What follows belongs to an exercise in optimizing a design on an open flow for small area, a short achievable clock period and few clock cycles per item; a production flow would make more cautious choices. Only simulation tests tie the RTL to the original design; equivalence was not proved.

==> 07-24: inputs <==
==> flow/design.v (excerpt) <==
module mnist_head (
    input clk,
    input rst,
    input start,
    output [6:0] act_addr,
    input [3:0] act_data,
    output [3:0] predicted_class,
    output [39:0] logits,
    output [127:0] hidden,
    output done
);
    wire rd, clr, l2fin, comb, fin;
    wire [7:0] ahr;
    wire [15:0] alr, kr;
    wire sel = |kr;
    global_controller ctrl (
        .clk(clk), .rst(rst), .start(start), .addr(act_addr), .ahr(ahr),
        .alr(alr), .rd(rd), .clr(clr), .l2fin(l2fin), .kr(kr), .comb(comb),
        .fin(fin), .done(done)
    );
    wire e0_1;
    wire e0_2;
    wire e0_3;
    wire e0_4;
    wire s0;
    wire e1_1;
    wire e1_2;
    wire e1_3;
    wire e1_4;
    wire e1_5;
    wire s1;
    wire e2_1;
    wire e2_2;
    wire e2_3;
    wire s2;
    wire e3_1;
    wire e3_2;
    wire e3_3;
    wire e3_4;
    wire s3;
    wire e4_1;
    wire e4_2;
    wire e4_3;
    wire e4_5;
    wire s4;
    wire e5_1;
    wire e5_2;
    wire e5_3;
    wire e5_4;
    wire e5_5;
    wire s5;
    wire e6_1;
    wire e6_2;
    wire e6_3;
    wire e6_4;
    wire s6;
    wire e7_1;
    wire e7_2;
    wire e7_3;
    wire e7_4;
    wire s7;
    wire e8_1;
    wire e8_2;
    wire e8_3;
    wire e8_4;
    wire e8_7;
    wire s8;
    wire e9_1;
    wire e9_2;
    wire e9_3;
    wire e9_4;
    wire s9;
    wire e10_1;
    wire e10_2;
    wire e10_3;
    wire e10_4;
    wire e10_6;
    wire s10;
    wire e11_1;
    wire e11_2;
    wire e11_3;
    wire s11;
    wire e12_1;
    wire s12;
    wire e13_1;
    wire e13_2;
    wire e13_3;
    wire e13_4;
    wire s13;
    wire e14_1;
    wire e14_2;
    wire e14_3;
    wire e14_4;
    wire s14;
    wire e15_1;
    wire s15;
    wire e16_1;
    wire e16_2;
    wire e16_3;
    wire e16_4;
    wire e16_7;
    wire s16;
    wire e17_1;
    wire e17_2;
    wire e17_3;
    wire e17_4;
    wire s17;
    wire e18_1;
    wire e18_2;
    wire e18_3;
  ...
clock: 12.5 ns
lec_check: 0
cap_margin: 35
core_margin: 2
core_utilization: 30
place_density: 0.5
slew_margin: 20
synth_memory_max_bits: 32768
setup_slack_margin: 8.9
standard.sh (not shown) runs the stock make flow with config.mk's settings and CLKGATE_MAP_FILE= SYNTH_SCRIPT=/design/flow/synth_recipe.tcl, a recipe that flattens the netlist after the stock synthesis.
==> flow/flow/run.sh <==
#!/bin/bash
set -euo pipefail
echo "export SETUP_SLACK_MARGIN = 8.9" >> config.mk

bash standard.sh > standard.log 2>&1
==> inputs of 11-22, as changes to 07-24 <==
--- a/flow/design.v
+++ b/flow/design.v
@@ -35,15 +35,15 @@
 endmodule
 `timescale 1ns / 1ps
 `timescale 1ns / 1ps
 module weight_rom_l2 (
     input clk,
     input rd,
-    input [7:0] ahr,
-    input [15:0] alr,
-    input [15:0] kr,
+    input [6:0] addr,
+    input sel,
+    input [3:0] k,
     output reg e0_1,
     output reg e0_2,
     output reg e0_3,
     output reg e0_4,
     output reg s0,
     output reg e1_1,
@@ -202,16 +202,16 @@
     output reg e31_1,
     output reg e31_2,
     output reg e31_3,
     output reg e31_4,
     output reg s31
 );
-    wire [7:0] ah = ahr & {8{rd}};
-    wire [15:0] al = alr;
+    wire [7:0] ah = rd ? (8'd1 << addr[6:4]) : 8'd0;
+    wire [15:0] al = 16'd1 << addr[3:0];
     wire [127:0] d2;    
-    wire [15:0] d3 = kr;
+    wire [15:0] d3 = sel ? (16'd1 << k) : 16'd0;
     genvar i;
     generate
         for (i = 0; i < 128; i = i + 1) begin : dec
             assign d2[i] = ah[i >> 4] & al[i & 15];
         end
     endgenerate
@@ -573,42 +573,41 @@
 `timescale 1ns / 1ps
 module global_controller (
     input clk,
     input rst,
     input start,
     output reg [6:0] addr,
-    output reg [7:0] ahr,    
-    output reg [15:0] alr,   
     output reg rd,           
     output reg clr,
     output reg l2fin,
-    output reg [15:0] kr,    
+    output reg sel,
+    output reg [3:0] k,
     output reg comb,
     output reg fin,
     output reg done
 );
     reg v2, seld;
-    wire run = start || addr != 7'd0;
-    wire sel = |kr;
     always @(posedge clk) begin
         if (rst) begin
-            addr <= 7'd0; ahr <= 8'd1; alr <= 16'd1;
+            addr <= 7'd0;
             rd <= 1'b0; v2 <= 1'b0; clr <= 1'b0; l2fin <= 1'b0;
-            kr <= 16'd0; seld <= 1'b0;
+            sel <= 1'b0; k <= 4'd0; seld <= 1'b0;
             comb <= 1'b0; fin <= 1'b0; done <= 1'b0;
         end else begin
-            if (run) begin
-                addr <= addr + 7'd1;
-                alr <= {alr[14:0], alr[15]};
-                if (alr[15]) ahr <= {ahr[6:0], ahr[7]};
-            end
-            rd <= run;
+            if (start || addr != 7'd0) addr <= addr + 7'd1;
+            rd <= start || addr != 7'd0;
             v2 <= rd;
             l2fin <= v2 && !rd;
             clr <= start || (v2 && !rd);
-            kr <= (v2 && !rd) ? 16'd1 : {kr[14:0], 1'b0};
+            if (v2 && !rd) begin
+                sel <= 1'b1;
+                k <= 4'd0;
+            end else if (sel) begin
+                k <= k + 4'd1;
+                if (k == 4'd15) sel <= 1'b0;
+            end
             seld <= sel;
             comb <= seld && !sel;
             fin <= comb;
             done <= fin;
         end
     end
@@ -622,19 +621,17 @@
     input [3:0] act_data,
     output [3:0] predicted_class,
     output [39:0] logits,
     output [127:0] hidden,
     output done
 );
-    wire rd, clr, l2fin, comb, fin;
-    wire [7:0] ahr;
-    wire [15:0] alr, kr;
-    wire sel = |kr;
+    wire rd, clr, l2fin, sel, comb, fin;
+    wire [3:0] k;
     global_controller ctrl (
-        .clk(clk), .rst(rst), .start(start), .addr(act_addr), .ahr(ahr),
-        .alr(alr), .rd(rd), .clr(clr), .l2fin(l2fin), .kr(kr), .comb(comb),
+        .clk(clk), .rst(rst), .start(start), .addr(act_addr), .rd(rd),
+        .clr(clr), .l2fin(l2fin), .sel(sel), .k(k), .comb(comb),
         .fin(fin), .done(done)
     );
     wire e0_1;
     wire e0_2;
     wire e0_3;
     wire e0_4;
@@ -794,49 +791,38 @@
     wire s30;
     wire e31_1;
     wire e31_2;
     wire e31_3;
     wire e31_4;
     wire s31;
-    weight_rom_l2 rom (.clk(clk), .rd(rd), .ahr(ahr), .alr(alr), .kr(kr),
+    weight_rom_l2 rom (.clk(clk), .rd(rd), .addr(act_addr), .sel(sel), .k(k),
         .e0_1(e0_1), .e0_2(e0_2), .e0_3(e0_3), .e0_4(e0_4), .s0(s0), .e1_1(e1_1), .e1_2(e1_2), .e1_3(e1_3), .e1_4(e1_4), .e1_5(e1_5), .s1(s1), .e2_1(e2_1), .e2_2(e2_2), .e2_3(e2_3), .s2(s2), .e3_1(e3_1), .e3_2(e3_2), .e3_3(e3_3), .e3_4(e3_4), .s3(s3), .e4_1(e4_1), .e4_2(e4_2), .e4_3(e4_3), .e4_5(e4_5), .s4(s4), .e5_1(e5_1), .e5_2(e5_2), .e5_3(e5_3), .e5_4(e5_4), .e5_5(e5_5), .s5(s5), .e6_1(e6_1), .e6_2(e6_2), .e6_3(e6_3), .e6_4(e6_4), .s6(s6), .e7_1(e7_1), .e7_2(e7_2), .e7_3(e7_3), .e7_4(e7_4), .s7(s7), .e8_1(e8_1), .e8_2(e8_2), .e8_3(e8_3), .e8_4(e8_4), .e8_7(e8_7), .s8(s8), .e9_1(e9_1), .e9_2(e9_2), .e9_3(e9_3), .e9_4(e9_4), .s9(s9), .e10_1(e10_1), .e10_2(e10_2), .e10_3(e10_3), .e10_4(e10_4), .e10_6(e10_6), .s10(s10), .e11_1(e11_1), .e11_2(e11_2), .e11_3(e11_3), .s11(s11), .e12_1(e12_1), .s12(s12), .e13_1(e13_1), .e13_2(e13_2), .e13_3(e13_3), .e13_4(e13_4), .s13(s13), .e14_1(e14_1), .e14_2(e14_2), .e14_3(e14_3), .e14_4(e14_4), .s14(s14), .e15_1(e15_1), .s15(s15), .e16_1(e16_1), .e16_2(e16_2), .e16_3(e16_3), .e16_4(e16_4), .e16_7(e16_7), .s16(s16), .e17_1(e17_1), .e17_2(e17_2), .e17_3(e17_3), .e17_4(e17_4), .s17(s17), .e18_1(e18_1), .e18_2(e18_2), .e18_3(e18_3), .e18_4(e18_4), .e18_5(e18_5), .s18(s18), .e19_1(e19_1), .e19_2(e19_2), .e19_3(e19_3), .e19_4(e19_4), .e19_5(e19_5), .s19(s19), .e20_1(e20_1), .e20_2(e20_2), .e20_3(e20_3), .e20_4(e20_4), .s20(s20), .e21_1(e21_1), .e21_2(e21_2), .e21_3(e21_3), .e21_5(e21_5), .s21(s21), .e22_1(e22_1), .e22_2(e22_2), .e22_3(e22_3), .e22_4(e22_4), .s22(s22), .e23_1(e23_1), .e23_2(e23_2), .e23_3(e23_3), .e23_6(e23_6), .e23_7(e23_7), .s23(s23), .e24_1(e24_1), .e24_2(e24_2), .e24_3(e24_3), .e24_4(e24_4), .s24(s24), .e25_1(e25_1), .e25_2(e25_2), .e25_3(e25_3), .e25_4(e25_4), .e25_5(e25_5), .s25(s25), .e26_1(e26_1), .e26_2(e26_2), .e26_3(e26_3), .e26_4(e26_4), .s26(s26), .e27_1(e27_1), .e27_2(e27_2), .e27_3(e27_3), .e27_4(e27_4), .e27_5(e27_5), .s27(s27), .e28_1(e28_1), .e28_2(e28_2), .e28_3(e28_3), .e28_4(e28_4), .s28(s28), .e29_1(e29_1), .e29_2(e29_2), .e29_3(e29_3), .e29_4(e29_4), .e29_5(e29_5), .s29(s29), .e30_1(e30_1), .e30_2(e30_2), .e30_3(e30_3), .e30_4(e30_4), .s30(s30), .e31_1(e31_1), .e31_2(e31_2), .e31_3(e31_3), .e31_4(e31_4), .s31(s31));
     wire [127:0] hd;
     wire [127:0] hq;
-    wire [3:0] x0, x1;
-    assign x0 = ({4{kr[0]}} & hd[0 +: 4])
-        | ({4{kr[1]}} & hq[8 +: 4])
-        | ({4{kr[2]}} & hq[16 +: 4])
-        | ({4{kr[3]}} & hq[24 +: 4])
-        | ({4{kr[4]}} & hq[32 +: 4])
-        | ({4{kr[5]}} & hq[40 +: 4])
-        | ({4{kr[6]}} & hq[48 +: 4])
-        | ({4{kr[7]}} & hq[56 +: 4])
-        | ({4{kr[8]}} & hq[64 +: 4])
-        | ({4{kr[9]}} & hq[72 +: 4])
-        | ({4{kr[10]}} & hq[80 +: 4])
-        | ({4{kr[11]}} & hq[88 +: 4])
-        | ({4{kr[12]}} & hq[96 +: 4])
-        | ({4{kr[13]}} & hq[104 +: 4])
-        | ({4{kr[14]}} & hq[112 +: 4])
-        | ({4{kr[15]}} & hq[120 +: 4]);
-    assign x1 = ({4{kr[0]}} & hd[4 +: 4])
-        | ({4{kr[1]}} & hq[12 +: 4])
-        | ({4{kr[2]}} & hq[20 +: 4])
-        | ({4{kr[3]}} & hq[28 +: 4])
-        | ({4{kr[4]}} & hq[36 +: 4])
-        | ({4{kr[5]}} & hq[44 +: 4])
-        | ({4{kr[6]}} & hq[52 +: 4])
-        | ({4{kr[7]}} & hq[60 +: 4])
-        | ({4{kr[8]}} & hq[68 +: 4])
-        | ({4{kr[9]}} & hq[76 +: 4])
-        | ({4{kr[10]}} & hq[84 +: 4])
-        | ({4{kr[11]}} & hq[92 +: 4])
-        | ({4{kr[12]}} & hq[100 +: 4])
-        | ({4{kr[13]}} & hq[108 +: 4])
-        | ({4{kr[14]}} & hq[116 +: 4])
-        | ({4{kr[15]}} & hq[124 +: 4]);
+    reg [3:0] x0, x1;
+    always @(*) begin
+        case (k)
+            4'd0: begin x0 = hd[0 +: 4]; x1 = hd[4 +: 4]; end
+            4'd1: begin x0 = hq[8 +: 4]; x1 = hq[12 +: 4]; end
+            4'd2: begin x0 = hq[16 +: 4]; x1 = hq[20 +: 4]; end
+            4'd3: begin x0 = hq[24 +: 4]; x1 = hq[28 +: 4]; end
+            4'd4: begin x0 = hq[32 +: 4]; x1 = hq[36 +: 4]; end
+            4'd5: begin x0 = hq[40 +: 4]; x1 = hq[44 +: 4]; end
+            4'd6: begin x0 = hq[48 +: 4]; x1 = hq[52 +: 4]; end
+            4'd7: begin x0 = hq[56 +: 4]; x1 = hq[60 +: 4]; end
+            4'd8: begin x0 = hq[64 +: 4]; x1 = hq[68 +: 4]; end
+            4'd9: begin x0 = hq[72 +: 4]; x1 = hq[76 +: 4]; end
+            4'd10: begin x0 = hq[80 +: 4]; x1 = hq[84 +: 4]; end
+            4'd11: begin x0 = hq[88 +: 4]; x1 = hq[92 +: 4]; end
+            4'd12: begin x0 = hq[96 +: 4]; x1 = hq[100 +: 4]; end
+            4'd13: begin x0 = hq[104 +: 4]; x1 = hq[108 +: 4]; end
+            4'd14: begin x0 = hq[112 +: 4]; x1 = hq[116 +: 4]; end
+            4'd15: begin x0 = hq[120 +: 4]; x1 = hq[124 +: 4]; end
+            default: begin x0 = 4'd0; x1 = 4'd0; end
+        endcase
+    end
     wire [3:0] v0 = sel ? x0 : act_data;
     wire [3:0] v1 = sel ? x1 : act_data;
     reg [3:0] b0_m1;
     reg [5:0] b0_m3;
     reg [6:0] b0_m5, b0_m7;
     reg [3:0] b1_m1;
==> flow/flow/run.sh (replaced) <==
#!/bin/bash
set -euo pipefail
echo "export SETUP_SLACK_MARGIN = 8.9" >> config.mk
bash standard.sh > standard.log 2>&1
==> flow/config.mk (replaced) <==
export PLATFORM = sky130hd
export DESIGN_NAME = mnist_head
export DESIGN_NICKNAME = mnist_head
export VERILOG_FILES = /design/flow/design.v
export SDC_FILE = /design/flow/constraint.sdc
export NUM_CORES = 4
export LEC_CHECK = 0
export CAP_MARGIN = 35
export CORE_MARGIN = 2
export CORE_UTILIZATION = 40
export SLEW_MARGIN = 20
export SYNTH_MEMORY_MAX_BITS = 32768
export SETUP_SLACK_MARGIN = 8.9
==> run summary <==
status did not finish; Fail Step global routing (5_1_grt); Log Error [ERROR GRT-0116] Global routing finished with congestion. Check the congestion regions in the DRC Viewer.; Post-Synth XOR/XNOR Area 9.172%; # resized after CTS 1429; Synth top cells by count nand2_1, nor2_1, dfxtp_1; pin count of the biggest net entering global routing 153; count of cell types in the netlist 93; Synth Area in Compound Gates between 20% and 30%; post-synthesis mux area share about 1.0%; CTS buffer count 74; Final HPWL DP 274800 um; Synth Register Bits 580; number of global-route vias before repair 64370; Avg Cell Area, Syn 7.586 um^2
the above is filed under 11-22

==> run summary <==
Synth Register Bits 614; Synth top cells by count nand2_1, dfxtp_1, nor2_1; CTS buffer count 81; number of global-route vias before repair 51050; count of cell types in the netlist 85; status complete, no violations; Post-Synth XOR/XNOR Area 9.172%; # resized after CTS 1379; Avg Cell Area, Syn 7.660 um^2; Synth Area in Compound Gates a little over a fifth
the above is filed under 07-24

Testbench counts of 07-24, summed over its fixed seeds: cycles 47,688, inferences 320.
Testbench counts of 11-22, summed over its fixed seeds: cycles 47,688, inferences 320.

[what the ideal ports hide]
The results above use ideal ports. As a check the final layout listed here was re-extracted and re-timed, cells and wires unchanged.
Step 1 assumes that a clkbuf_16 drives the clock port and a buf_2 every other input.
Step 2, shift: input delay + t, output delay - t, t = (earliest + latest rising clock arrival at the registers) / 2. This alone moves slack from input paths to output paths.
Slacks: ideal / step 1 / step 2; pairs: ideal / step 1.
run: 07-24
t (ns): 0.812
slack for setup (ns): 8.443 / 8.443 / 8.157
latest minus earliest clock arrival (ns): 0.062 / 0.062
worst data-port slew with drivers (ns): 0.08
After both steps setup and hold are still met in 07-24. For 07-24, drivers alone change the setup slack by 0.000 ns; drivers and shift together by -0.286 ns.
